This is an optimization exercise on Yosys and OpenROAD, whose aim is small area, a short achievable clock period and few clock cycles per item, not a production implementation. The RTL was checked by simulation tests, not by an equivalence proof against the original design. Power is estimated from default activity; no workload was simulated.

### design/flow/run.sh
#!/bin/bash
# synth_recipe.tcl (not shown) runs the flow's synth.tcl, then flattens the netlist and writes it again
# the make line also repeats each setting of config.mk as NAME=value (left out here)
make -C /OpenROAD-flow-scripts/flow DESIGN_CONFIG=/design/flow/config.mk WORK_HOME=/design/flow/orfs CLKGATE_MAP_FILE= SYNTH_SCRIPT=/design/flow/synth_recipe.tcl finish
### design/flow/config.mk
export PLATFORM = sky130hd
export DESIGN_NAME = dut
export DESIGN_NICKNAME = dut
export VERILOG_FILES = /design/flow/design.v
export SDC_FILE = /design/flow/constraint.sdc
export NUM_CORES = 4
export LEC_CHECK = 0
export CAP_MARGIN = 20
export CORE_MARGIN = 2
export CORE_UTILIZATION = 40
export PLACE_DENSITY = 0.6
export SETUP_SLACK_MARGIN = 3.0
export SLEW_MARGIN = 20
### design/flow/constraint.sdc
create_clock -name core_clock -period 7.5 [get_ports {clk}]
set_input_delay 1.5000 -clock core_clock [delete_from_list [all_inputs] [get_ports {clk}]]
set_output_delay 1.5000 -clock core_clock [all_outputs]
set_load 0.01 [all_outputs]
### design/flow/design.v
`timescale 1ns/1ps
module dut #(
    parameter int DATAW = 16
)(
    input  wire                 clk,
    input  wire                 rst_n,
    input  wire                 in_valid,
    output wire                 in_ready,
    input  wire signed [DATAW-1:0] in_data,
    output reg                  out_valid,
    input  wire                 out_ready,
    output wire signed [2*DATAW-1:0] out_data
);
    reg         v1;         
    reg  [15:0] a1;         
    wire        en2 = !out_valid || out_ready;    
    wire        en1 = !v1 || en2;                 
    assign in_ready = en1;
    wire        s    = in_data[15];
    wire [15:0] absx = ({16{s}} ^ in_data) + {15'd0, s};
    always @(posedge clk or negedge rst_n) begin
        if (!rst_n) begin
            v1        <= 1'b0;
            out_valid <= 1'b0;
        end else begin
            if (en1) v1 <= in_valid;
            if (en2) out_valid <= v1;
        end
    end
    always @(posedge clk) begin
        if (in_valid && en1) a1 <= absx;
    end
    wire [14:0] m = a1[14:0];
    wire pp_0_1 = m[0] & m[1];
    wire pp_0_2 = m[0] & m[2];
    wire pp_0_3 = m[0] & m[3];
    wire pp_0_4 = m[0] & m[4];
    wire pp_0_5 = m[0] & m[5];
    wire pp_0_6 = m[0] & m[6];
    wire pp_0_7 = m[0] & m[7];
    wire pp_0_8 = m[0] & m[8];
    wire pp_0_9 = m[0] & m[9];
    wire pp_0_10 = m[0] & m[10];
    wire pp_0_11 = m[0] & m[11];
    wire pp_0_12 = m[0] & m[12];
    wire pp_0_13 = m[0] & m[13];
    wire pp_0_14 = m[0] & m[14];
    wire pp_1_2 = m[1] & m[2];
    wire pp_1_3 = m[1] & m[3];
    wire pp_1_4 = m[1] & m[4];
    wire pp_1_5 = m[1] & m[5];
    wire pp_1_6 = m[1] & m[6];
    wire pp_1_7 = m[1] & m[7];
    wire pp_1_8 = m[1] & m[8];
    wire pp_1_9 = m[1] & m[9];
    wire pp_1_10 = m[1] & m[10];
    wire pp_1_11 = m[1] & m[11];
    wire pp_1_12 = m[1] & m[12];
    wire pp_1_13 = m[1] & m[13];
    wire pp_1_14 = m[1] & m[14];
    wire pp_2_3 = m[2] & m[3];
    wire pp_2_4 = m[2] & m[4];
    wire pp_2_5 = m[2] & m[5];
    wire pp_2_6 = m[2] & m[6];
    wire pp_2_7 = m[2] & m[7];
    wire pp_2_8 = m[2] & m[8];
    wire pp_2_9 = m[2] & m[9];
    wire pp_2_10 = m[2] & m[10];
    wire pp_2_11 = m[2] & m[11];
    wire pp_2_12 = m[2] & m[12];
    wire pp_2_13 = m[2] & m[13];
    wire pp_2_14 = m[2] & m[14];
    wire pp_3_4 = m[3] & m[4];
    wire pp_3_5 = m[3] & m[5];
    wire pp_3_6 = m[3] & m[6];
    wire pp_3_7 = m[3] & m[7];
    wire pp_3_8 = m[3] & m[8];
    wire pp_3_9 = m[3] & m[9];
    wire pp_3_10 = m[3] & m[10];
    wire pp_3_11 = m[3] & m[11];
    wire pp_3_12 = m[3] & m[12];
    wire pp_3_13 = m[3] & m[13];
    wire pp_3_14 = m[3] & m[14];
    wire pp_4_5 = m[4] & m[5];
    wire pp_4_6 = m[4] & m[6];
    wire pp_4_7 = m[4] & m[7];
    wire pp_4_8 = m[4] & m[8];
    wire pp_4_9 = m[4] & m[9];
    wire pp_4_10 = m[4] & m[10];
    wire pp_4_11 = m[4] & m[11];
    wire pp_4_12 = m[4] & m[12];
    wire pp_4_13 = m[4] & m[13];
    wire pp_4_14 = m[4] & m[14];
    wire pp_5_6 = m[5] & m[6];
    wire pp_5_7 = m[5] & m[7];
    wire pp_5_8 = m[5] & m[8];
    wire pp_5_9 = m[5] & m[9];
    wire pp_5_10 = m[5] & m[10];
    wire pp_5_11 = m[5] & m[11];
    wire pp_5_12 = m[5] & m[12];
    wire pp_5_13 = m[5] & m[13];
    wire pp_5_14 = m[5] & m[14];
    wire pp_6_7 = m[6] & m[7];
    wire pp_6_8 = m[6] & m[8];
    wire pp_6_9 = m[6] & m[9];
    wire pp_6_10 = m[6] & m[10];
    wire pp_6_11 = m[6] & m[11];
    wire pp_6_12 = m[6] & m[12];
    wire pp_6_13 = m[6] & m[13];
    wire pp_6_14 = m[6] & m[14];
    wire pp_7_8 = m[7] & m[8];
    wire pp_7_9 = m[7] & m[9];
    wire pp_7_10 = m[7] & m[10];
    wire pp_7_11 = m[7] & m[11];
    wire pp_7_12 = m[7] & m[12];
    wire pp_7_13 = m[7] & m[13];
    wire pp_7_14 = m[7] & m[14];
    wire pp_8_9 = m[8] & m[9];
    wire pp_8_10 = m[8] & m[10];
    wire pp_8_11 = m[8] & m[11];
    wire pp_8_12 = m[8] & m[12];
    wire pp_8_13 = m[8] & m[13];
    wire pp_8_14 = m[8] & m[14];
    wire pp_9_10 = m[9] & m[10];
    wire pp_9_11 = m[9] & m[11];
    wire pp_9_12 = m[9] & m[12];
    wire pp_9_13 = m[9] & m[13];
    wire pp_9_14 = m[9] & m[14];
    wire pp_10_11 = m[10] & m[11];
    wire pp_10_12 = m[10] & m[12];
    wire pp_10_13 = m[10] & m[13];
    wire pp_10_14 = m[10] & m[14];
    wire pp_11_12 = m[11] & m[12];
    wire pp_11_13 = m[11] & m[13];
    wire pp_11_14 = m[11] & m[14];
    wire pp_12_13 = m[12] & m[13];
    wire pp_12_14 = m[12] & m[14];
    wire pp_13_14 = m[13] & m[14];
    wire hs0 = pp_0_11 ^ pp_1_10;
    wire hc0 = pp_0_11 & pp_1_10;
    wire hs1 = pp_0_12 ^ pp_1_11;
    wire hc1 = pp_0_12 & pp_1_11;
    wire fs2 = pp_0_13 ^ pp_1_12 ^ pp_2_11;
    wire fc2 = (pp_0_13 & pp_1_12) | (pp_0_13 & pp_2_11) | (pp_1_12 & pp_2_11);
    wire hs3 = pp_3_10 ^ pp_4_9;
    wire hc3 = pp_3_10 & pp_4_9;
    wire fs4 = pp_0_14 ^ pp_1_13 ^ pp_2_12;
    wire fc4 = (pp_0_14 & pp_1_13) | (pp_0_14 & pp_2_12) | (pp_1_13 & pp_2_12);
    wire hs5 = pp_3_11 ^ pp_4_10;
    wire hc5 = pp_3_11 & pp_4_10;
    wire fs6 = pp_1_14 ^ pp_2_13 ^ pp_3_12;
    wire fc6 = (pp_1_14 & pp_2_13) | (pp_1_14 & pp_3_12) | (pp_2_13 & pp_3_12);
    wire fs7 = pp_4_11 ^ pp_5_10 ^ pp_6_9;
    wire fc7 = (pp_4_11 & pp_5_10) | (pp_4_11 & pp_6_9) | (pp_5_10 & pp_6_9);
    wire fs8 = pp_2_14 ^ pp_3_13 ^ pp_4_12;
    wire fc8 = (pp_2_14 & pp_3_13) | (pp_2_14 & pp_4_12) | (pp_3_13 & pp_4_12);
    wire fs9 = pp_3_14 ^ pp_4_13 ^ pp_5_12;
    wire fc9 = (pp_3_14 & pp_4_13) | (pp_3_14 & pp_5_12) | (pp_4_13 & pp_5_12);
    wire hs10 = pp_0_7 ^ pp_1_6;
    wire hc10 = pp_0_7 & pp_1_6;
    wire hs11 = pp_0_8 ^ pp_1_7;
    wire hc11 = pp_0_8 & pp_1_7;
    wire fs12 = pp_0_9 ^ pp_1_8 ^ pp_2_7;
    wire fc12 = (pp_0_9 & pp_1_8) | (pp_0_9 & pp_2_7) | (pp_1_8 & pp_2_7);
    wire hs13 = pp_3_6 ^ pp_4_5;
    wire hc13 = pp_3_6 & pp_4_5;
    wire fs14 = pp_0_10 ^ pp_1_9 ^ pp_2_8;
    wire fc14 = (pp_0_10 & pp_1_9) | (pp_0_10 & pp_2_8) | (pp_1_9 & pp_2_8);
    wire hs15 = pp_3_7 ^ pp_4_6;
    wire hc15 = pp_3_7 & pp_4_6;
    wire fs16 = hs0 ^ pp_2_9 ^ pp_3_8;
    wire fc16 = (hs0 & pp_2_9) | (hs0 & pp_3_8) | (pp_2_9 & pp_3_8);
    wire fs17 = pp_4_7 ^ pp_5_6 ^ m[6];
    wire fc17 = (pp_4_7 & pp_5_6) | (pp_4_7 & m[6]) | (pp_5_6 & m[6]);
    wire fs18 = hc0 ^ hs1 ^ pp_2_10;
    wire fc18 = (hc0 & hs1) | (hc0 & pp_2_10) | (hs1 & pp_2_10);
    wire fs19 = pp_3_9 ^ pp_4_8 ^ pp_5_7;
    wire fc19 = (pp_3_9 & pp_4_8) | (pp_3_9 & pp_5_7) | (pp_4_8 & pp_5_7);
    wire fs20 = hc1 ^ fs2 ^ hs3;
    wire fc20 = (hc1 & fs2) | (hc1 & hs3) | (fs2 & hs3);
    wire fs21 = pp_5_8 ^ pp_6_7 ^ m[7];
    wire fc21 = (pp_5_8 & pp_6_7) | (pp_5_8 & m[7]) | (pp_6_7 & m[7]);
    wire fs22 = fc2 ^ hc3 ^ fs4;
    wire fc22 = (fc2 & hc3) | (fc2 & fs4) | (hc3 & fs4);
    wire fs23 = hs5 ^ pp_5_9 ^ pp_6_8;
    wire fc23 = (hs5 & pp_5_9) | (hs5 & pp_6_8) | (pp_5_9 & pp_6_8);
    wire fs24 = fc4 ^ hc5 ^ fs6;
    wire fc24 = (fc4 & hc5) | (fc4 & fs6) | (hc5 & fs6);
    wire fs25 = fs7 ^ pp_7_8 ^ m[8];
    wire fc25 = (fs7 & pp_7_8) | (fs7 & m[8]) | (pp_7_8 & m[8]);
    wire fs26 = fc6 ^ fc7 ^ fs8;
    wire fc26 = (fc6 & fc7) | (fc6 & fs8) | (fc7 & fs8);
    wire fs27 = pp_5_11 ^ pp_6_10 ^ pp_7_9;
    wire fc27 = (pp_5_11 & pp_6_10) | (pp_5_11 & pp_7_9) | (pp_6_10 & pp_7_9);
    wire fs28 = fc8 ^ fs9 ^ pp_6_11;
    wire fc28 = (fc8 & fs9) | (fc8 & pp_6_11) | (fs9 & pp_6_11);
    wire fs29 = pp_7_10 ^ pp_8_9 ^ m[9];
    wire fc29 = (pp_7_10 & pp_8_9) | (pp_7_10 & m[9]) | (pp_8_9 & m[9]);
    wire fs30 = fc9 ^ pp_4_14 ^ pp_5_13;
    wire fc30 = (fc9 & pp_4_14) | (fc9 & pp_5_13) | (pp_4_14 & pp_5_13);
    wire fs31 = pp_6_12 ^ pp_7_11 ^ pp_8_10;
    wire fc31 = (pp_6_12 & pp_7_11) | (pp_6_12 & pp_8_10) | (pp_7_11 & pp_8_10);
    wire fs32 = pp_5_14 ^ pp_6_13 ^ pp_7_12;
    wire fc32 = (pp_5_14 & pp_6_13) | (pp_5_14 & pp_7_12) | (pp_6_13 & pp_7_12);
    wire fs33 = pp_8_11 ^ pp_9_10 ^ m[10];
    wire fc33 = (pp_8_11 & pp_9_10) | (pp_8_11 & m[10]) | (pp_9_10 & m[10]);
    wire fs34 = pp_6_14 ^ pp_7_13 ^ pp_8_12;
    wire fc34 = (pp_6_14 & pp_7_13) | (pp_6_14 & pp_8_12) | (pp_7_13 & pp_8_12);
    wire fs35 = pp_7_14 ^ pp_8_13 ^ pp_9_12;
    wire fc35 = (pp_7_14 & pp_8_13) | (pp_7_14 & pp_9_12) | (pp_8_13 & pp_9_12);
    wire hs36 = pp_0_5 ^ pp_1_4;
    wire hc36 = pp_0_5 & pp_1_4;
    wire hs37 = pp_0_6 ^ pp_1_5;
    wire hc37 = pp_0_6 & pp_1_5;
    wire fs38 = hs10 ^ pp_2_5 ^ pp_3_4;
    wire fc38 = (hs10 & pp_2_5) | (hs10 & pp_3_4) | (pp_2_5 & pp_3_4);
    wire fs39 = hc10 ^ hs11 ^ pp_2_6;
    wire fc39 = (hc10 & hs11) | (hc10 & pp_2_6) | (hs11 & pp_2_6);
    wire fs40 = hc11 ^ fs12 ^ hs13;
    wire fc40 = (hc11 & fs12) | (hc11 & hs13) | (fs12 & hs13);
    wire fs41 = fc12 ^ hc13 ^ fs14;
    wire fc41 = (fc12 & hc13) | (fc12 & fs14) | (hc13 & fs14);
    wire fs42 = fc14 ^ hc15 ^ fs16;
    wire fc42 = (fc14 & hc15) | (fc14 & fs16) | (hc15 & fs16);
    wire fs43 = fc16 ^ fc17 ^ fs18;
    wire fc43 = (fc16 & fc17) | (fc16 & fs18) | (fc17 & fs18);
    wire fs44 = fc18 ^ fc19 ^ fs20;
    wire fc44 = (fc18 & fc19) | (fc18 & fs20) | (fc19 & fs20);
    wire fs45 = fc20 ^ fc21 ^ fs22;
    wire fc45 = (fc20 & fc21) | (fc20 & fs22) | (fc21 & fs22);
    wire fs46 = fc22 ^ fc23 ^ fs24;
    wire fc46 = (fc22 & fc23) | (fc22 & fs24) | (fc23 & fs24);
    wire fs47 = fc24 ^ fc25 ^ fs26;
    wire fc47 = (fc24 & fc25) | (fc24 & fs26) | (fc25 & fs26);
    wire fs48 = fc26 ^ fc27 ^ fs28;
    wire fc48 = (fc26 & fc27) | (fc26 & fs28) | (fc27 & fs28);
    wire fs49 = fc28 ^ fc29 ^ fs30;
    wire fc49 = (fc28 & fc29) | (fc28 & fs30) | (fc29 & fs30);
    wire fs50 = fc30 ^ fc31 ^ fs32;
    wire fc50 = (fc30 & fc31) | (fc30 & fs32) | (fc31 & fs32);
    wire fs51 = fc32 ^ fc33 ^ fs34;
    wire fc51 = (fc32 & fc33) | (fc32 & fs34) | (fc33 & fs34);
    wire fs52 = fc34 ^ fs35 ^ pp_10_11;
    wire fc52 = (fc34 & fs35) | (fc34 & pp_10_11) | (fs35 & pp_10_11);
    wire fs53 = fc35 ^ pp_8_14 ^ pp_9_13;
    wire fc53 = (fc35 & pp_8_14) | (fc35 & pp_9_13) | (pp_8_14 & pp_9_13);
    wire fs54 = pp_9_14 ^ pp_10_13 ^ pp_11_12;
    wire fc54 = (pp_9_14 & pp_10_13) | (pp_9_14 & pp_11_12) | (pp_10_13 & pp_11_12);
    wire hs55 = pp_0_3 ^ pp_1_2;
    wire hc55 = pp_0_3 & pp_1_2;
    wire hs56 = pp_0_4 ^ pp_1_3;
    wire hc56 = pp_0_4 & pp_1_3;
    wire fs57 = hs36 ^ pp_2_3 ^ m[3];
    wire fc57 = (hs36 & pp_2_3) | (hs36 & m[3]) | (pp_2_3 & m[3]);
    wire fs58 = hc36 ^ hs37 ^ pp_2_4;
    wire fc58 = (hc36 & hs37) | (hc36 & pp_2_4) | (hs37 & pp_2_4);
    wire fs59 = hc37 ^ fs38 ^ m[4];
    wire fc59 = (hc37 & fs38) | (hc37 & m[4]) | (fs38 & m[4]);
    wire fs60 = fc38 ^ fs39 ^ pp_3_5;
    wire fc60 = (fc38 & fs39) | (fc38 & pp_3_5) | (fs39 & pp_3_5);
    wire fs61 = fc39 ^ fs40 ^ m[5];
    wire fc61 = (fc39 & fs40) | (fc39 & m[5]) | (fs40 & m[5]);
    wire fs62 = fc40 ^ fs41 ^ hs15;
    wire fc62 = (fc40 & fs41) | (fc40 & hs15) | (fs41 & hs15);
    wire fs63 = fc41 ^ fs42 ^ fs17;
    wire fc63 = (fc41 & fs42) | (fc41 & fs17) | (fs42 & fs17);
    wire fs64 = fc42 ^ fs43 ^ fs19;
    wire fc64 = (fc42 & fs43) | (fc42 & fs19) | (fs43 & fs19);
    wire fs65 = fc43 ^ fs44 ^ fs21;
    wire fc65 = (fc43 & fs44) | (fc43 & fs21) | (fs44 & fs21);
    wire fs66 = fc44 ^ fs45 ^ fs23;
    wire fc66 = (fc44 & fs45) | (fc44 & fs23) | (fs45 & fs23);
    wire fs67 = fc45 ^ fs46 ^ fs25;
    wire fc67 = (fc45 & fs46) | (fc45 & fs25) | (fs46 & fs25);
    wire fs68 = fc46 ^ fs47 ^ fs27;
    wire fc68 = (fc46 & fs47) | (fc46 & fs27) | (fs47 & fs27);
    wire fs69 = fc47 ^ fs48 ^ fs29;
    wire fc69 = (fc47 & fs48) | (fc47 & fs29) | (fs48 & fs29);
    wire fs70 = fc48 ^ fs49 ^ fs31;
    wire fc70 = (fc48 & fs49) | (fc48 & fs31) | (fs49 & fs31);
    wire fs71 = fc49 ^ fs50 ^ fs33;
    wire fc71 = (fc49 & fs50) | (fc49 & fs33) | (fs50 & fs33);
    wire fs72 = fc50 ^ fs51 ^ pp_9_11;
    wire fc72 = (fc50 & fs51) | (fc50 & pp_9_11) | (fs51 & pp_9_11);
    wire fs73 = fc51 ^ fs52 ^ m[11];
    wire fc73 = (fc51 & fs52) | (fc51 & m[11]) | (fs52 & m[11]);
    wire fs74 = fc52 ^ fs53 ^ pp_10_12;
    wire fc74 = (fc52 & fs53) | (fc52 & pp_10_12) | (fs53 & pp_10_12);
    wire fs75 = fc53 ^ fs54 ^ m[12];
    wire fc75 = (fc53 & fs54) | (fc53 & m[12]) | (fs54 & m[12]);
    wire fs76 = fc54 ^ pp_10_14 ^ pp_11_13;
    wire fc76 = (fc54 & pp_10_14) | (fc54 & pp_11_13) | (pp_10_14 & pp_11_13);
    wire fs77 = pp_11_14 ^ pp_12_13 ^ m[13];
    wire fc77 = (pp_11_14 & pp_12_13) | (pp_11_14 & m[13]) | (pp_12_13 & m[13]);
    wire [29:0] ra = {1'b0, pp_13_14, fc77, fc76, fc75, fc74, fc73, fc72, fc71, fc70, fc69, fc68, fc67, fc66, fc65, fc64, fc63, fc62, fc61, fc60, fc59, fc58, fc57, hc56, hc55, hs55, pp_0_2, pp_0_1, 1'b0, m[0]};
    wire [29:0] rb = {1'b0, m[14], pp_12_14, fs77, fs76, fs75, fs74, fs73, fs72, fs71, fs70, fs69, fs68, fs67, fs66, fs65, fs64, fs63, fs62, fs61, fs60, fs59, fs58, fs57, hs56, m[2], 1'b0, m[1], 1'b0, 1'b0};
    wire [29:0] sq = ra + rb;
    reg [29:0] r2;    
    always @(posedge clk) begin
        if (v1 && en2) r2 <= {a1[15], sq[29:2], sq[0]};
    end
    assign out_data = {1'b0, r2[29], r2[28:1], 1'b0, r2[0]};
endmodule
==> results.tsv, run 1 <==
metric	value	unit
fin_ws	2830	ps
timing.reg2reg.setup_slack	2830	ps
drc_errors	0	
grt_pass1_vias	4611	
hpwl	9600	um
yosysWarnings	1	
globalRouteOverflowTotal	0	
grt_pass1_wl	21900	um
grt_util_all_layers	0.168	
root_buffer	clkbuf_16	
cts_tree	done	
crit_type	reg -> reg	
hp-class	reg -> reg	
use_met3	0.0219	
reg2regPathDepth	16	
ir_drop	0.219	mV
report.final.slew_viol_count	0	
core_area	0.0146	sq mm
rows	44	
antennaDiodeCount	0	
ys_types	70	
crit_arrival	4780	ps
die_x	127	um
globalRouteMet2Util	0.278	
finalPower	3.12	mW
wirelength	13300	um
synth_top_area_share	0.229	
cp-start-kind	flip-flop	
status	timing/DRC/antenna clean	
max_freq	214	MHz
final_nets	868	
synthTopCellsByArea	edfxtp_1 23%, fa_1 20%, ha_1 9.5%	
period_minus_slack	4670	ps
ys.flop_type	edfxtp_1	
max-cap-violations	0	
final_cell_area	0.00755	sq mm
drive_gt1_frac	0.182	
viasPerCell	5.00	
timing_hold_violations_final	0	
grt_max_degree	32	
cts_htree_levels	2	
cts_buffer_depth	2	
antenna_found_initial	0	
finalCritPeriodShare	0.623	
use_met1	0.224	
synth-seq-area-share	0.237	
relSlewSlack	0.295	
critPathRequiredTime	7610	ps
path_clk_slew	60	ps
fin_util	0.516	
synth_area	0.00604	sq mm
top_usage_layer	met2	
post-place-ws	2510	ps
hold_depth	0	
ant_nets	0	
synth-seq-cells	48	
detail_route.iter0.violations	250	
syn2layout_area_growth	25.1	%
syn_inst	653	
numCtsBuffers	5	
gp_congestion	0.848	
portBuffers	51	
synth_top_cell_by_area	edfxtp_1	
rsz0062_at_grt	yes	
num_vias	4633	
clk_latency	290	ps
dieArea	0.0161	sq mm
power.leakage	3.42	nW
placed_area	0.00669	sq mm
end_kind	flip-flop	
worst_pin_slew	1060	ps
cts_sinks	48	
pin_count	54	
fp.dieH	127	um
synth_edf_count	46	
dr.pass1.iters	4	
syn_area_per_cell	9.24	sq um
setup_viol	0	
fin_skew	5.23	ps
power_density	413	mW/mm^2
tns	0	ps
wl_per_cell	14.4	um
ys_async_sr_fraction	0.0417	
crit_fanout	6	
initial_core_util	0.412	
## registers in the layout (all words and copies together), names as in the netlist
register	count
v1	1
r2	30
out_valid	1
a1	16
## cells in the mapped netlist, drive strengths merged, types with 7 or more instances
cell and count:
nand2b 12, xor2 17, ha 46, buf 9, clkbuf 21, o21ai 21
a21o 14, fa 59, nand2 59, and2 76, nand4 7, edfxtp 46
nor2 22, inv 105, xnor2 30, a21oi 29
## final cells by class
class | instances | area [sq um]
Clock buffer | 6 | 129
Sequential cell | 48 | 1430
Multi-Input combinational cell | 471 | 4370
Timing Repair Buffer | 112 | 998
Tap cell | 184 | 230
Inverter | 105 | 394
Clock inverter | 1 | 5.00
Fill cell | 1353 | 7090
## critical path, stage by stage, from the launching register on
cell and delay (ps):
edfxtp_1 510, and2_4 220, fa_1 550, inv_2 40, fa_1 490, inv_1 50, fa_1 490, inv_2 40
fa_1 510, inv_2 50, ha_4 270, nand4_1 160, or4_4 460, a2bb2oi_2 160, o211ai_2 90, a31oi_2 130
o311ai_1 280
## what timing repair did
| item | in CTS | in global routing |
|---|---|---|
| resized for setup | 17 | 53 |
| pin swaps | 10 | 25 |
| endpoints found under the hold margin | 0 | 0 |
| setup buffers | 40 | 20 |
| endpoints found under the setup margin | 14 | 15 |
| hold buffers | 0 | 0 |
## stage by stage
step,cells,hold slack (ps)
global placement,860,409
finish,927,422
floorplan,654,400
CTS,907,423
detailed placement,860,408
global route,927,426
## logic make-up after synthesis
kind of cell / count (synthesis) / share of synthesized area
AOI/OAI and AO/OA: 108 / 0.125
xor gates and xnor gates: 47 / 0.0682
adders and majority gates: 105 / 0.291
buffers and inverters: 135 / 0.0883
DFF: 48 / 0.237
muxes: 5 / 0.00850
other: 1 / 0.000621
and+or+nand+nor: 204 / 0.181
## worst paths after layout
kind,to,from
setup / recovery,r2[26],a1[13]
max in group asynchronous,v1,rst_n
setup reg to reg,r2[26],a1[13]
hold / removal,r2[29],a1[15]
hold reg to reg,r2[29],a1[15]
min in group asynchronous,out_valid,rst_n
## layout by cell type, fill, tap and decap left out, types with 3 or more instances in the layout
cell type,count
ha_1,36
o22ai_1,3
and2_1,68
inv_1,95
inv_2,10
o21ai_0,10
xnor2_1,30
a21o_1,12
nand4_1,6
nand2b_1,12
nor3_1,4
mux2i_1,3
nand3b_1,3
nand2_1,57
buf_4,56
fa_1,59
nand3_1,4
and2_4,8
ha_4,8
a21oi_1,25
o21ai_2,7
nor2_1,22
o21bai_1,4
o21ai_1,3
o21a_1,3
a31oi_2,3
clkdlybuf4s50_1,50
xor2_1,17
edfxtp_1,46
clkbuf_16,5
buf_6,4
## routing by layer
| metal | share of wire | vias to the layer above |
|---|---|---|
| li1 | - | 2314 |
| met3 | 0.029 | 23 |
| met1 | 0.48 | 2206 |
| met5 | 0 | - |
| met2 | 0.47 | 90 |
| met4 | 0.028 | 0 |
## where the power goes
| group | internal, mW | switching [mW] | leakage [nW] |
|---|---|---|---|
| registers | 0.456 | 0.0279 | 0.464 |
| clock network | 0.121 | 0.0954 | 0.0667 |
| logic | 1.18 | 1.24 | 2.89 |
| total | 1.76 | 1.36 | 3.42 |
Testbench counts, summed over its fixed seeds: cycles 16,016, items 16,000.
==> run 2, diff against run 1 <==
--- a/design/flow/config.mk
+++ b/design/flow/config.mk
@@ -5,9 +5,10 @@
 export SDC_FILE = /design/flow/constraint.sdc
 export NUM_CORES = 4
 export LEC_CHECK = 0
+export ABC_CLOCK_PERIOD_IN_PS = 3500
 export CAP_MARGIN = 20
 export CORE_MARGIN = 2
 export CORE_UTILIZATION = 40
 export PLACE_DENSITY = 0.6
-export SETUP_SLACK_MARGIN = 3.0
+export SETUP_SLACK_MARGIN = 3.5
 export SLEW_MARGIN = 20
==> run 2 against run 1 <==
Synthesized cell count did not move. Routed wire length rose by 8.4%. Critical path type unchanged. Total power rose by 11%. Largest cell class unchanged. Highest routed layer unchanged. Global-route usage rose by 1.6 points. Clock power rose by 28%.
==> results.tsv, run 2 <==
metric	value	unit	change
status	timing/DRC/antenna clean		
antenna_found_initial	0		unchanged
crit_path_end	r2[26]		
hp-class	reg -> reg		
reg2reg_from	a1[12]		
synth_top_area_share	0.229		unchanged
final_nets	873		+0.58%
cts_htree_levels	2		unchanged
timing_hold_violations_final	0		unchanged
syn2layout_area_growth	30.3	%	
max-cap-violations	0		unchanged
detail_route.iter0.violations	246		-1.6%
final_cell_mix	95 x inv_1, 65 x and2_1, 58 x fa_1		
cts_sinks	48		unchanged
ant_nets	0		unchanged
end_kind	flip-flop		
crit_arrival	4800	ps	+20 ps
cpLargestDelayFamily	adder cells		
cpMostUsedCell	fa_1		
root_buffer	clkbuf_16		
synth.most_common_cell	inv_1		
synth_common_cells	105 x inv_1, 76 x and2_1, 59 x fa_1, 59 x nand2_1		
fp.dieH	127	um	unchanged
layout_commonest_cell	inv_1		
ctsHoldBuffers	0		unchanged
portBuffers	51		unchanged
ys_types	70		unchanged
cp_cell_sequence	buf_6, and2_4, fa_1, inv_2, fa_1, inv_2, fa_1, inv_1, fa_1, inv_2, ha_4, nand4_1, or4_4, a2bb2oi_2, o211ai_2, a31oi_2, o311ai_1		
pin_count	54		unchanged
rows	44		unchanged
initial_core_util	0.412		unchanged
synth_top_cell_by_area	edfxtp_1		
hpwl	10100	um	+5.1%
period_minus_slack	4690	ps	+14.7 ps
worst-path-stages	17		+1
drive_gt1_frac	0.216		+0.0346
drc_errors	0		unchanged
slowest_delay	520	ps	-30 ps
dr.pass1.iters	4		unchanged
top_regs	r2 (30), a1 (16)		
synth_edf_count	46		unchanged
finalPower	3.48	mW	+11%
ir_drop	0.249	mV	+14%
largest_register_ffs	30		unchanged
finalCritPeriodShare	0.625		+0.00196
clk_latency	300	ps	about the same
r2r-end	r2[26]		
timing.hold.ws	423	ps	+0.935 ps
num_vias	4747		+2.5%
wirelength	14500	um	+8.4%
setup_viol	0		unchanged
power.leakage	3.51	nW	+2.7%
dieArea	0.0161	sq mm	unchanged
globalRouteOverflowTotal	0		unchanged
critPathRequiredTime	7620	ps	about the same
core_area	0.0146	sq mm	unchanged
synth-seq-area-share	0.237		unchanged
crit_fanout	5		-1
syn_area_per_cell	9.24	sq um	unchanged
syn_inst	653		unchanged
antennaDiodeCount	0		unchanged
synth_area	0.00604	sq mm	unchanged
critPathBufInv	5		+1
cts_tree	done		
fin_skew	6.12	ps	+0.882 ps
synth-seq-cells	48		unchanged
cp-startpoint	a1[12]		
numCtsBuffers	5		unchanged
cts_buffer_depth	2		unchanged
relSlewSlack	0.555		+0.260
reg2regPathDepth	17		+1
grt_pass1_vias	4897		+6.2%
gp_congestion	0.902		+6.4%
n_fill_cell	1287		-4.9%
grt_pass1_wl	23800	um	+8.6%
report.final.slew_viol_count	0		unchanged
worst_pin_slew	667	ps	-388 ps
yosysWarnings	1		unchanged
crit_type	reg -> reg		
die_x	127	um	unchanged
wl_per_cell	15.5	um	+7.7%
synthTopCellsByArea	edfxtp_1 23%, fa_1 20%, ha_1 9.5%		
tns	0	ps	unchanged
timing.reg2reg.setup_slack	2810	ps	about the same
grt_util_all_layers	0.183		+0.0159
grt_max_degree	32		unchanged
ys.flop_type	edfxtp_1		
viasPerCell	5.09		+1.8%
hold_start	a1[15]		
cp-start-kind	flip-flop		
ys_async_sr_fraction	0.0417		unchanged
cpMaxStageDelayCell	fa_1		
rsz0062_at_grt	yes		
top_register	r2		
power_density	442	mW/mm^2	+6.9%
max_freq	213	MHz	-0.31%
path_clk_slew	70	ps	about the same
-- run 2: cell types whose count changed in the layout (fill, tap and decap cells not counted), sizes merged --
cell | before | now
clkinv | 1 | 0
clkbuf | 6 | 8
dlymetal6s2s | 1 | 0
bufinv | 0 | 1
dlygate4sd2 | 0 | 1
clkdlybuf4s50 | 50 | 49
buf | 61 | 66
-- run 2: worst min path at each step --
stage                     cells after the start  slack [ps]     end
after floorplan                               0         400  r2[29]
after global placement                        0         410  r2[29]
after detailed placement                      0         410  r2[29]
after CTS                                     0         430  r2[29]
after global routing                          0         430  r2[29]
final                                         0         420  r2[29]
-- run 2: per-stage QoR --
step / util / cell area, sq um / instances / setup WS [ps]
3_5_place_dp: 0.462 / 6760 / 860 / 2410
6_report: 0.537 / 7870 / 933 / 2810
5_1_grt: 0.537 / 7870 / 933 / 2660
2_1_floorplan: - / 6240 / 654 / 2940
4_1_cts: 0.519 / 7600 / 923 / 2780
3_3_place_gp: 0.462 / 6760 / 860 / 2590
-- run 2: per-layer routing --
layer,global-route usage,vias up,part of all wire
met5,0,-,0
met3,0.0186,22,0.031
li1,-,2326,-
met4,0.0588,0,0.021
met1,0.242,2311,0.46
met2,0.318,88,0.49
-- run 2: repair_timing --
item	4_1_cts	5_1_grt
pin swaps	23	29
setup buffers	55	10
gates resized for setup	42	48
setup endpoints to repair	24	21
-- run 2: kinds of logic after synthesis --
| logic type | after synthesis | synth area share |
|---|---|---|
| compound gates | 108 | 0.125 |
| xor+xnor | 47 | 0.0682 |
| fa+ha+maj | 105 | 0.291 |
| buf+inv | 135 | 0.0883 |
| flops | 48 | 0.237 |
| mux | 5 | 0.00850 |
| other cells | 1 | 0.000621 |
| simple gates | 204 | 0.181 |
-- run 2: layout make-up --
type / instances / area, sq um / share of cell area
Tap cell: 184 / 230 / 0.0293
Clock inverter: 1 / 30.0 / 0.00382
Sequential cell: 48 / 1430 / 0.182
Inverter: 105 / 397 / 0.0504
Timing Repair Buffer: 117 / 1060 / 0.135
Multi-Input combinational cell: 471 / 4560 / 0.580
Clock buffer: 7 / 153 / 0.0194
-- run 2: where the power goes --
| part | switching, mW | internal, mW | leakage [nW] |
|---|---|---|---|
| combinational | 1.40 | 1.31 | 2.96 |
| clock | 0.102 | 0.176 | 0.0901 |
| sequential | 0.0279 | 0.456 | 0.464 |
==> run 3, diff against run 2 <==
==> design/flow/config.mk (replaced) <==
export PLATFORM = sky130hd
export DESIGN_NAME = dut
export DESIGN_NICKNAME = dut
export VERILOG_FILES = /design/flow/design.v
export SDC_FILE = /design/flow/constraint.sdc
export NUM_CORES = 4
export LEC_CHECK = 0
export CAP_MARGIN = 20
export CORE_MARGIN = 2
export CORE_UTILIZATION = 40
export PLACE_DENSITY = 0.6
export SLEW_MARGIN = 20
==> run 3 against run 2 <==
Fmax down 8.1%. Clock-buffer cell count is the same. Routed wire length is 15% lower. Sequential power is 4% higher. Total power fell by 29%. Global-route usage shrank 2.2 points. First-iteration DRC count increased by 19%. Sequential share of layout area up 2.9 points. Design area is 14% lower. Utilization decreased by 7.3 points. Hold slack got worse by 2.1 ps.
==> results.tsv, run 3 <==
metric	value	unit	change
cts_buffer_depth	2		unchanged
path_clk_slew	60	ps	about the same
tns	0	ps	unchanged
rsz0062_at_grt	no		
detail_route.iter0.violations	293		+19%
grt_pass1_wl	21100	um	-11%
synth_area	0.00604	sq mm	unchanged
die_x	127	um	unchanged
wl_per_cell	14.2	um	-8.8%
hold_depth	0		unchanged
wirelength	12300	um	-15%
timing_hold_violations_final	0		unchanged
status	timing/DRC/antenna clean		
cts_tree	done		
cp-startpoint	a1[14]		
synth_top_area_share	0.229		unchanged
dr_wl_met3	347	um	-24%
layout.cells.non_filler	868		-7.0%
reg2reg_from	a1[14]		
drc_errors	0		unchanged
crit_type	reg -> reg		
n_fill_cell	1399		+8.7%
syn_area_per_cell	9.24	sq um	unchanged
root_buffer	clkbuf_16		
final_nets	808		-7.4%
antenna_found_initial	0		unchanged
end_kind	flip-flop		
synth-seq-cells	48		unchanged
fp.dieH	127	um	unchanged
met1_length	6170	um	-7.3%
top_regs	r2 (30), a1 (16)		
numCtsBuffers	5		unchanged
clk_latency	310	ps	about the same
crit_path_end	r2[26]		
finalCritPeriodShare	0.680		+0.0550
max-cap-violations	0		unchanged
top_layer	met4		
synthTopCellsByArea	edfxtp_1 23%, fa_1 20%, ha_1 9.5%		
viasPerCell	5.00		-1.8%
worst_pin_slew	1040	ps	+370 ps
crit_fanout	15		+10
fin_util	0.464		-0.0730
ctsHoldBuffers	0		unchanged
dieArea	0.0161	sq mm	unchanged
max_freq	196	MHz	-8.1%
critPathRequiredTime	7620	ps	about the same
timing.hold.ws	421	ps	-2.08 ps
globalRouteOverflowTotal	0		unchanged
layout_commonest_cell	inv_1		
yosysWarnings	1		unchanged
largest_register_ffs	30		unchanged
cp-start-kind	flip-flop		
ys_types	70		unchanged
num_vias	4339		-8.6%
power_density	362	mW/mm^2	-18%
top_register	r2		
report.final.slew_viol_count	0		unchanged
initial_core_util	0.412		unchanged
grt_util_all_layers	0.162		-0.0217
timing.reg2reg.setup_slack	2400	ps	-410 ps
hp-class	reg -> reg		
syn2layout_area_growth	12.6	%	
wl_met2	5550	um	-21%
dr.pass1.iters	4		unchanged
grt_max_degree	32		unchanged
period_minus_slack	5100	ps	+412 ps
ant_nets	0		unchanged
synth_edf_count	46		unchanged
ys_async_sr_fraction	0.0417		unchanged
rows	44		unchanged
post_cts_resized	0		-100%
core_area	0.0146	sq mm	unchanged
final_cell_mix	105 x inv_1, 76 x and2_1, 59 x nand2_1, 59 x fa_1, 51 x clkdlybuf4s50_1		
synth_common_cells	105 x inv_1, 76 x and2_1, 59 x fa_1, 59 x nand2_1		
synth-seq-area-share	0.237		unchanged
setup_viol	0		unchanged
synth.most_common_cell	inv_1		
reg2regPathDepth	14		-3
synth_top_cell_by_area	edfxtp_1		
relSlewSlack	0.306		-0.249
r2r-end	r2[26]		
ys.flop_type	edfxtp_1		
cts_sinks	48		unchanged
antennaDiodeCount	0		unchanged
grt_pass1_vias	4366		-11%
pin_count	54		unchanged
syn_inst	653		unchanged
fin_skew	5.22	ps	-0.891 ps
portBuffers	51		unchanged
power.leakage	3.08	nW	-12%
cts_htree_levels	2		unchanged
gp_congestion	0.856		-5.1%
crit_arrival	5220	ps	+420 ps
dpl.cell_count	860		unchanged
drive_gt1_frac	0.0365		-0.180
ir_drop	0.159	mV	-36%
hpwl	9670	um	-4.2%
postCtsSetupBuffers	0		-100%
run 3: report_power, final:
| group | switching (mW) | leakage, nW | internal [mW] |
|---|---|---|---|
| clock network | 0.104 | 0.0701 | 0.133 |
| logic | 0.976 | 2.54 | 0.749 |
| registers | 0.0460 | 0.464 | 0.456 |
run 3: cell families (layout without fill, tap and decap cells):
logic type                 after synthesis  count (layout)  synth area share
DFF                                     48              48             0.237
other                                    1               2          0.000621
and+or+nand+nor                        204             204             0.181
adders and majority gates              105             105             0.291
AOI/OAI and AO/OA                      108             108             0.125
xor gates and xnor gates                47              47            0.0682
buffers and inverters                  135             165            0.0883
muxes                                    5               5           0.00850
run 3: how the worst min path moves through the flow:
stage               slack, ps    from     end
floorplan                 400  a1[15]  r2[29]
global placement          410  a1[15]  r2[29]
detailed placement        410  a1[15]  r2[29]
CTS                       420  a1[15]  r2[29]
global route              430  a1[15]  r2[29]
finish                    420  a1[15]  r2[29]
run 3: metal layers:
metal  up-vias  track usage
met5         -            0
met4         0       0.0562
met3        14       0.0270
met2        74        0.261
met1      2060        0.221
li1       2191            -
run 3: worst max-delay path, cell delays in order, from the launching register on:
cell and delay (ps):
edfxtp_1 620, and2_1 260, fa_1 590, fa_1 440, fa_1 480, inv_1 50
fa_1 490, inv_1 40, ha_1 460, nand4_1 240, or4_1 520, a2bb2oi_1 170
o211ai_2 140, a31oi_2 140, o311ai_1 260
run 3: final cells by class:
type | instances | area (sq um) | area share
inverter | 105 | 394 | 0.0580
tap | 184 | 230 | 0.0339
sequential | 48 | 1430 | 0.211
clock inverter | 1 | 7.51 | 0.00110
multi-input combinational | 471 | 4080 | 0.599
timing repair buffer | 52 | 518 | 0.0762
clock buffer | 7 | 143 | 0.0210
run 3: through the flow:
step / worst slack, ps / area [sq um] / power, mW
detailed placement: 2400 / 6650 / 2.22
global route: 2040 / 6800 / 2.72
finish: 2400 / 6800 / 2.46
floorplan: 2780 / 6040 / 1.79
global placement: 2500 / 6650 / 2.20
CTS: 2390 / 6800 / 2.47
==> run 4, diff against run 3 <==
--- a/design/flow/design.v
+++ b/design/flow/design.v
@@ -294,10 +294,62 @@
     wire fc77 = (pp_11_14 & pp_12_13) | (pp_11_14 & m[13]) | (pp_12_13 & m[13]);
     wire [29:0] ra = {1'b0, pp_13_14, fc77, fc76, fc75, fc74, fc73, fc72, fc71, fc70, fc69, fc68, fc67, fc66, fc65, fc64, fc63, fc62, fc61, fc60, fc59, fc58, fc57, hc56, hc55, hs55, pp_0_2, pp_0_1, 1'b0, m[0]};
     wire [29:0] rb = {1'b0, m[14], pp_12_14, fs77, fs76, fs75, fs74, fs73, fs72, fs71, fs70, fs69, fs68, fs67, fs66, fs65, fs64, fs63, fs62, fs61, fs60, fs59, fs58, fs57, hs56, m[2], 1'b0, m[1], 1'b0, 1'b0};
-    wire [29:0] sq = ra + rb;
-    reg [29:0] r2;    
+    reg f_r;    
+    reg [29:0] s_r;    
+    reg [6:0] g_r;    
+    reg [6:1] p_r;    
+    wire [8:0] bs0 = {1'b0, ra[7:0]} + {1'b0, rb[7:0]};
+    wire [4:0] bs1 = {1'b0, ra[11:8]} + {1'b0, rb[11:8]};
+    wire bp1 = &(ra[11:8] ^ rb[11:8]);
+    wire [4:0] bs2 = {1'b0, ra[15:12]} + {1'b0, rb[15:12]};
+    wire bp2 = &(ra[15:12] ^ rb[15:12]);
+    wire [4:0] bs3 = {1'b0, ra[19:16]} + {1'b0, rb[19:16]};
+    wire bp3 = &(ra[19:16] ^ rb[19:16]);
+    wire [4:0] bs4 = {1'b0, ra[23:20]} + {1'b0, rb[23:20]};
+    wire bp4 = &(ra[23:20] ^ rb[23:20]);
+    wire [4:0] bs5 = {1'b0, ra[27:24]} + {1'b0, rb[27:24]};
+    wire bp5 = &(ra[27:24] ^ rb[27:24]);
+    wire [2:0] bs6 = {1'b0, ra[29:28]} + {1'b0, rb[29:28]};
+    wire bp6 = &(ra[29:28] ^ rb[29:28]);
     always @(posedge clk) begin
-        if (v1 && en2) r2 <= {a1[15], sq[29:2], sq[0]};
+        if (v1 && en2) begin
+            f_r <= a1[15];
+            s_r[7:0] <= bs0[7:0];
+            g_r[0] <= bs0[8];
+            s_r[11:8] <= bs1[3:0];
+            g_r[1] <= bs1[4];
+            p_r[1] <= bp1;
+            s_r[15:12] <= bs2[3:0];
+            g_r[2] <= bs2[4];
+            p_r[2] <= bp2;
+            s_r[19:16] <= bs3[3:0];
+            g_r[3] <= bs3[4];
+            p_r[3] <= bp3;
+            s_r[23:20] <= bs4[3:0];
+            g_r[4] <= bs4[4];
+            p_r[4] <= bp4;
+            s_r[27:24] <= bs5[3:0];
+            g_r[5] <= bs5[4];
+            p_r[5] <= bp5;
+            s_r[29:28] <= bs6[1:0];
+            g_r[6] <= bs6[2];
+            p_r[6] <= bp6;
+        end
     end
-    assign out_data = {1'b0, r2[29], r2[28:1], 1'b0, r2[0]};
+    wire [6:1] cin;
+    assign cin[1] = g_r[0];
+    assign cin[2] = g_r[1] | (p_r[1] & cin[1]);
+    assign cin[3] = g_r[2] | (p_r[2] & cin[2]);
+    assign cin[4] = g_r[3] | (p_r[3] & cin[3]);
+    assign cin[5] = g_r[4] | (p_r[4] & cin[4]);
+    assign cin[6] = g_r[5] | (p_r[5] & cin[5]);
+    wire [29:0] sq;
+    assign sq[7:0] = s_r[7:0];
+    assign sq[11:8] = s_r[11:8] + {3'd0, cin[1]};
+    assign sq[15:12] = s_r[15:12] + {3'd0, cin[2]};
+    assign sq[19:16] = s_r[19:16] + {3'd0, cin[3]};
+    assign sq[23:20] = s_r[23:20] + {3'd0, cin[4]};
+    assign sq[27:24] = s_r[27:24] + {3'd0, cin[5]};
+    assign sq[29:28] = s_r[29:28] + {1'd0, cin[6]};
+    assign out_data = {1'b0, f_r, sq[29:2], 1'b0, sq[0]};
 endmodule
==> run 4 against run 3 <==
Global-route usage down 2.2 points. Combinational power down 31%. Die area up 0.82%. Total power down 10%. Sequential power up 18%. Largest power group unchanged.
==> results.tsv, run 4 <==
metric	value	unit	change
worst_pin_slew	1020	ps	-17.2 ps
top_register	s_r		
tns	0	ps	unchanged
synth_top_area_share	0.281		+0.0523
ys.flop_type	edfxtp_1		
die_x	127	um	+0.41%
timing_hold_violations_final	0		unchanged
ys_async_sr_fraction	0.0339		-0.00777
crit_arrival	2740	ps	-2480 ps
yosysWarnings	1		unchanged
dieArea	0.0162	sq mm	+0.82%
ctsHoldBuffers	0		unchanged
n_fill_cell	1383		-1.1%
synth.most_common_cell	inv_1		
period_minus_slack	4240	ps	-858 ps
finalPower	2.21	mW	-10%
cts_buffer_depth	2		unchanged
synth_top_cell_by_area	edfxtp_1		
drc_errors	0		unchanged
crit_fanout	2		-13
top_regs	s_r (29), a1 (16), g_r (6)		
syn_inst	577		-12%
synth_edf_count	57		+24%
largest_register_ffs	29		-3.3%
initial_core_util	0.405		-0.00726
power.leakage	3.10	nW	+0.89%
antenna_found_initial	0		unchanged
timing.reg2reg.setup_slack	3560	ps	+1160 ps
fp.dieH	127	um	+0.41%
wirelength	10300	um	-16%
cts_sinks	59		+23%
layout_commonest_cell	inv_1		
pin_count	54		unchanged
power_density	316	mW/mm^2	-13%
critPathRequiredTime	6000	ps	-1620 ps
cpMaxStageDelayCell	clkdlybuf4s50_1		
final_cell_mix	98 x inv_1, 70 x and2_1, 64 x fa_1		
grt_max_degree	42		+31%
post_cts_resized	0		unchanged
cp_cell_sequence	a21o_1, a21o_1, a21o_1, a21o_1, a21o_1, ha_1, xor2_1, clkdlybuf4s50_1		
hp-class	reg -> reg		
cts_htree_levels	3		+1
grt_pass1_wl	18400	um	-13%
grt_util_all_layers	0.140		-0.0217
synth_common_cells	98 x inv_1, 71 x and2_1, 64 x fa_1		
grt_pass1_vias	4007		-8.2%
rsz0062_at_grt	no		
synth-seq-area-share	0.289		+0.0523
drive_gt1_frac	0.0487		+0.0122
cpMostUsedCell	a21o_1		
ant_nets	0		unchanged
core_area	0.0150	sq mm	+2.7%
final_cell_area	0.00699	sq mm	+2.8%
placed_area	0.00667	sq mm	+0.36%
root_buffer	clkbuf_16		
synthTopCellsByArea	edfxtp_1 28%, fa_1 21%, ha_1 12%		
synth-seq-cells	59		+23%
wl_per_cell	12.8	um	-9.2%
status	timing/DRC/antenna clean		
num_vias	3817		-12%
synth_area	0.00609	sq mm	+0.85%
dr.pass1.iters	4		unchanged
path_clk_slew	50	ps	about the same
clk_latency	330	ps	+20 ps
max_freq	236	MHz	+20%
detail_route.iter0.violations	155		-47%
cp-start-kind	flip-flop		
crit_type	reg -> out		
syn2layout_area_growth	14.8	%	
end_kind	primary output		
slowest_delay	560	ps	-60 ps
rows	45		+2.3%
portBuffers	51		unchanged
ir_drop	0.106	mV	-33%
antennaDiodeCount	0		unchanged
ys_types	49		-30%
fin_skew	10.5	ps	+5.25 ps
cts_tree	done		
hpwl	7940	um	-18%
setup_viol	0		unchanged
viasPerCell	4.75		-5.0%
report.final.slew_viol_count	0		unchanged
syn_area_per_cell	10.5	sq um	+14%
relSlewSlack	0.318		+0.0115
finalCritPeriodShare	0.566		-0.114
max-cap-violations	0		unchanged
gp_congestion	0.820		-4.3%
numCtsBuffers	9		+4
final_nets	752		-6.9%
globalRouteOverflowTotal	0		unchanged
postCtsSetupBuffers	0		unchanged
==> run 4: stage by stage <==
step / instances / worst slack (ps) / hold WS, ps / utilization
6_report: 804 / 3260 / 420 / 0.465
5_1_grt: 804 / 3120 / 450 / 0.465
4_1_cts: 804 / 3180 / 422 / 0.465
3_5_place_dp: 788 / 3160 / 415 / 0.444
3_3_place_gp: 788 / 3320 / 410 / 0.444
2_1_floorplan: 578 / 3740 / 400 / -
==> run 4: layout make-up <==
class                           instances  area (sq um)  share of cell area
Multi-Input combinational cell        392          3800               0.544
Sequential cell                        59          1760               0.252
Timing Repair Buffer                   51           510              0.0731
Inverter                               98           368              0.0527
Clock buffer                           12           267              0.0381
Tap cell                              188           235              0.0337
Clock inverter                          4          47.5             0.00681
==> run 4: kinds of logic after synthesis <==
kind of cell	count (synthesis)	share of synthesized area
multiplexers	3	0.00493
AND/OR/NAND/NOR	164	0.158
AO/OA/AOI/OAI	51	0.0588
adder cells (fa/ha/maj)	121	0.328
XOR/XNOR	51	0.0734
other	1	0.000616
flip-flops	59	0.289
buffers and inverters	127	0.0876
==> run 4: where the power goes <==
group	switching, mW	total (mW)	internal (mW)
clock	0.142	0.425	0.283
sequential	0.0613	0.592	0.530
combinational	0.572	1.19	0.617
==> run 4: per-layer routing <==
layer	routed length (um)	vias up	track usage	share of wire
li1	-	1901	-	-
met1	4950	1836	0.185	0.48
met2	4870	67	0.234	0.47
met3	319	13	0.0247	0.031
met4	193	0	0.0465	0.019
met5	0	-	0	0
==> run 4: path summary, 6_finish.rpt <==
path                         from           end  depth (start not counted)
min in group asynchronous   rst_n            v1                          1
max in group asynchronous   rst_n     out_valid                          1
max reg2reg                 a1[2]       s_r[19]                         11
min reg2reg                a1[15]           f_r                          0
max                        g_r[0]  out_data[29]                          8
min                        a1[15]           f_r                          0
==> run 4: critical path, delay by kind of cell (launching register included) <==
| kind | cells | cell delay (ps) |
|---|---|---|
| AOI/OAI and AO/OA | 5 | 1090 |
| xor gates and xnor gates | 1 | 170 |
| adders and majority gates | 1 | 180 |
| buffers and inverters | 1 | 560 |
| DFF | 1 | 420 |
Testbench counts of run 4, summed over its fixed seeds: cycles 16,016, items 16,000.
==> run 5, diff against run 4 <==
==> design/flow/flow/run.sh (new file) <==
#!/bin/bash
# Own layout flow: the standard ORFS flow, with the port buffers that
# buffer_ports inserts made sky130_fd_sc_hd__buf_2 instead of its default
# (a slow clkdlybuf4s50_1 delay buffer).  Each step logs to a file here.
set -euo pipefail
export BUFFER_PORTS_ARGS="-buffer_cell sky130_fd_sc_hd__buf_2"
bash standard.sh finish > standard_finish.log 2>&1
==> design/flow/standard.sh (new file) <==
#!/bin/bash
# synth_recipe.tcl (not shown) runs the flow's synth.tcl, then flattens the netlist and writes it again
# the make line also repeats each setting of config.mk as NAME=value (left out here)
make -C /OpenROAD-flow-scripts/flow DESIGN_CONFIG=/design/flow/config.mk WORK_HOME=/design/flow/orfs CLKGATE_MAP_FILE= SYNTH_SCRIPT=/design/flow/synth_recipe.tcl "${@:-finish}"
removed: design/flow/run.sh
==> run 5 against run 4 <==
Die area unchanged. Sequential cell count unchanged. Critical path depth up 3. Routed wire length down 2.8%. Global-route usage down 0.20 points. First-iteration DRC count down 7.1%. Sequential power about the same.
==> results.tsv, run 5 <==
metric	value	unit	change
critPathRequiredTime	7580	ps	+1580 ps
globalRouteOverflowTotal	0		unchanged
min_to	f_r		
portBuffers	51		unchanged
antennaDiodeCount	0		unchanged
drc_errors	0		unchanged
numCtsBuffers	9		unchanged
initial_core_util	0.405		unchanged
hpwl	7800	um	-1.8%
clk_latency	340	ps	about the same
rsz0062_at_grt	no		
syn2layout_area_growth	10.1	%	
ys.flop_type	edfxtp_1		
syn_inst	577		unchanged
power.leakage	3.09	nW	-0.39%
yosysWarnings	1		unchanged
core_area	0.0150	sq mm	unchanged
reg2reg_from	a1[1]		
relSlewSlack	0.338		+0.0204
ant_nets	0		unchanged
num_vias	3769		-1.3%
root_buffer	clkbuf_16		
detail_route.iter0.violations	144		-7.1%
synth_mux_area_frac	0.00493		unchanged
cp-startpoint	a1[1]		
report.final.slew_viol_count	0		unchanged
grt_max_degree	42		unchanged
fp.dieH	127	um	unchanged
synthTopCellsByArea	edfxtp_1 28%, fa_1 21%, ha_1 12%		
cts_htree_levels	3		unchanged
finalPower	2.06	mW	-6.7%
synth_fa_ha_area_frac	0.328		unchanged
cts_buffer_depth	2		unchanged
synth-xor-area-share	0.0734		unchanged
postCtsSetupBuffers	0		unchanged
top_register	s_r		
timing_hold_violations_final	0		unchanged
max-cap-violations	0		unchanged
cts_tree	done		
synth_edf_count	57		unchanged
wirelength	10000	um	-2.8%
pin_count	54		unchanged
end_kind	flip-flop		
timing.reg2reg.setup_slack	3590	ps	+30 ps
syn_area_per_cell	10.5	sq um	unchanged
fin_skew	9.54	ps	-0.938 ps
worst_pin_slew	993	ps	-27.4 ps
synth_top_area_share	0.281		unchanged
post_cts_resized	0		unchanged
synth_top_cell_by_area	edfxtp_1		
ys_types	49		unchanged
hold_start	a1[15]		
synth.most_common_cell	inv_1		
grt_pass1_wl	17800	um	-3.3%
hold_depth	0		unchanged
hp-class	reg -> reg		
synth-seq-area-share	0.289		unchanged
yosys.area_share.simple	0.158		unchanged
die_x	127	um	unchanged
gp_congestion	0.787		-4.0%
dieArea	0.0162	sq mm	unchanged
path_clk_slew	50	ps	about the same
synth_common_cells	98 x inv_1, 71 x and2_1, 64 x fa_1		
final_cell_mix	98 x inv_1, 70 x and2_1, 64 x fa_1		
layout_commonest_cell	inv_1		
final_nets	752		unchanged
status	timing/DRC/antenna clean		
period_minus_slack	3910	ps	-328 ps
finalCritPeriodShare	0.522		-0.0438
ctsHoldBuffers	0		unchanged
tns	0	ps	unchanged
synth-compound-area-share	0.0588		unchanged
drive_gt1_frac	0.128		+0.0795
largest_register_ffs	29		unchanged
fin_util	0.446		-0.0190
cp-start-kind	flip-flop		
synth_area	0.00609	sq mm	unchanged
power_density	307	mW/mm^2	-2.7%
reg2regPathDepth	11		unchanged
n_fill_cell	1405		+1.6%
antenna_found_initial	0		unchanged
dr.pass1.iters	4		unchanged
grt_util_all_layers	0.138		-0.00197
wl_per_cell	12.5	um	-2.8%
crit_type	reg -> reg		
ir_drop	0.119	mV	+12%
rows	45		unchanged
viasPerCell	4.69		-1.3%
grt_pass1_vias	3894		-2.8%
ys_async_sr_fraction	0.0339		unchanged
synth_top_family_by_area	adder cells		
synth-seq-cells	59		unchanged
crit_arrival	4000	ps	+1260 ps
max_freq	255	MHz	+8.4%
crit_fanout	16		+14
top_regs	s_r (29), a1 (16), g_r (6)		
r2r-end	s_r[18]		
cts_sinks	59		unchanged
setup_viol	0		unchanged
-- run 5: cell counts after synthesis --
Identical to the previous run, type by type.
-- run 5: cell families after synthesis --
group           Yosys count
compound gates           51
xor+xnor                 51
fa+ha+maj               121
buf+inv                 127
flops                    59
mux                       3
other cells               1
simple gates            164
-- run 5: worst max-delay path by stage --
| stage | endpoint | slack (ps) | cells after the start |
|---|---|---|---|
| 6_report | s_r[18] | 3590 | 11 |
| 5_1_grt | g_r[3] | 3330 | 14 |
| 4_1_cts | s_r[18] | 3560 | 11 |
| 3_5_place_dp | s_r[18] | 3570 | 11 |
| 3_3_place_gp | g_r[2] | 3620 | 11 |
| 2_1_floorplan | s_r[18] | 3740 | 12 |
-- run 5: layout make-up --
class / instances / area, sq um / area share
clock buffer: 14 / 274 / 0.0409
clock inverter: 2 / 10.0 / 0.00149
inverter: 98 / 368 / 0.0549
multi-input combinational: 392 / 3800 / 0.567
sequential: 59 / 1760 / 0.263
tap: 188 / 235 / 0.0351
timing repair buffer: 51 / 255 / 0.0381
-- run 5: routing by layer --
metal | vias up | global-route usage | part of all wire
li1 | 1898 | - | -
met1 | 1804 | 0.177 | 0.47
met2 | 54 | 0.227 | 0.47
met3 | 13 | 0.0222 | 0.031
met4 | 0 | 0.0711 | 0.024
met5 | - | 0 | 0
-- run 5: power breakdown --
group	switching, mW	internal [mW]	total [mW]
Sequential	0.0597	0.531	0.590
Clock	0.135	0.249	0.384
Combinational	0.569	0.515	1.08
Total	0.764	1.29	2.06
-- run 5: critical path, cell delays in order (launching register included) --
cell and delay, ps:
edfxtp_1 580, and2_1 270, fa_1 490, fa_1 490
inv_1 50, fa_1 470, inv_1 50, fa_1 500
ha_1 160, inv_1 50, fa_1 400, xnor2_1 150
-- run 5: metrics by stage --
step / area, sq um / cells / hold slack, ps / worst slack (ps)
floorplan: 6090 / 578 / 400 / 3740
global placement: 6420 / 788 / 410 / 3620
detailed placement: 6420 / 788 / 421 / 3570
CTS: 6700 / 804 / 423 / 3560
global route: 6700 / 804 / 433 / 3330
finish: 6700 / 804 / 419 / 3590

-- port drivers added, routing unchanged --
In the flow no input, the clock included, has a driving cell. The finished layouts below were timed again as built, in two steps. Step 1 assumes that a clkbuf_16 drives the clock port and a buf_2 every other input. Step 2 adds t to the input delays and takes it off the output delays; t is the mean of the earliest and latest rising clock arrival at the registers after step 1. Input paths then give back, and output paths get back, about the clock's delay inside the block. Slacks: ideal / step 1 / step 2; pairs: ideal / step 1.
run	t (ns)	slack for setup (ns)	slew at the worst register clock pin (ns)
run 1	0.334	2.826 / 2.826 / 2.826	0.06 / 0.06
run 2	0.336	2.812 / 2.812 / 2.812	0.07 / 0.07
run 3	0.340	2.399 / 2.399 / 2.399	0.07 / 0.07
run 4	0.361	3.257 / 3.218 / 3.126	0.06 / 0.06
run 5	0.378	3.585 / 3.585 / 3.585	0.05 / 0.05
After both steps setup and hold are still met in every run listed. The setup slack of run 4, which loses most, moves by -0.039 ns with the drivers and by -0.131 ns with both steps.
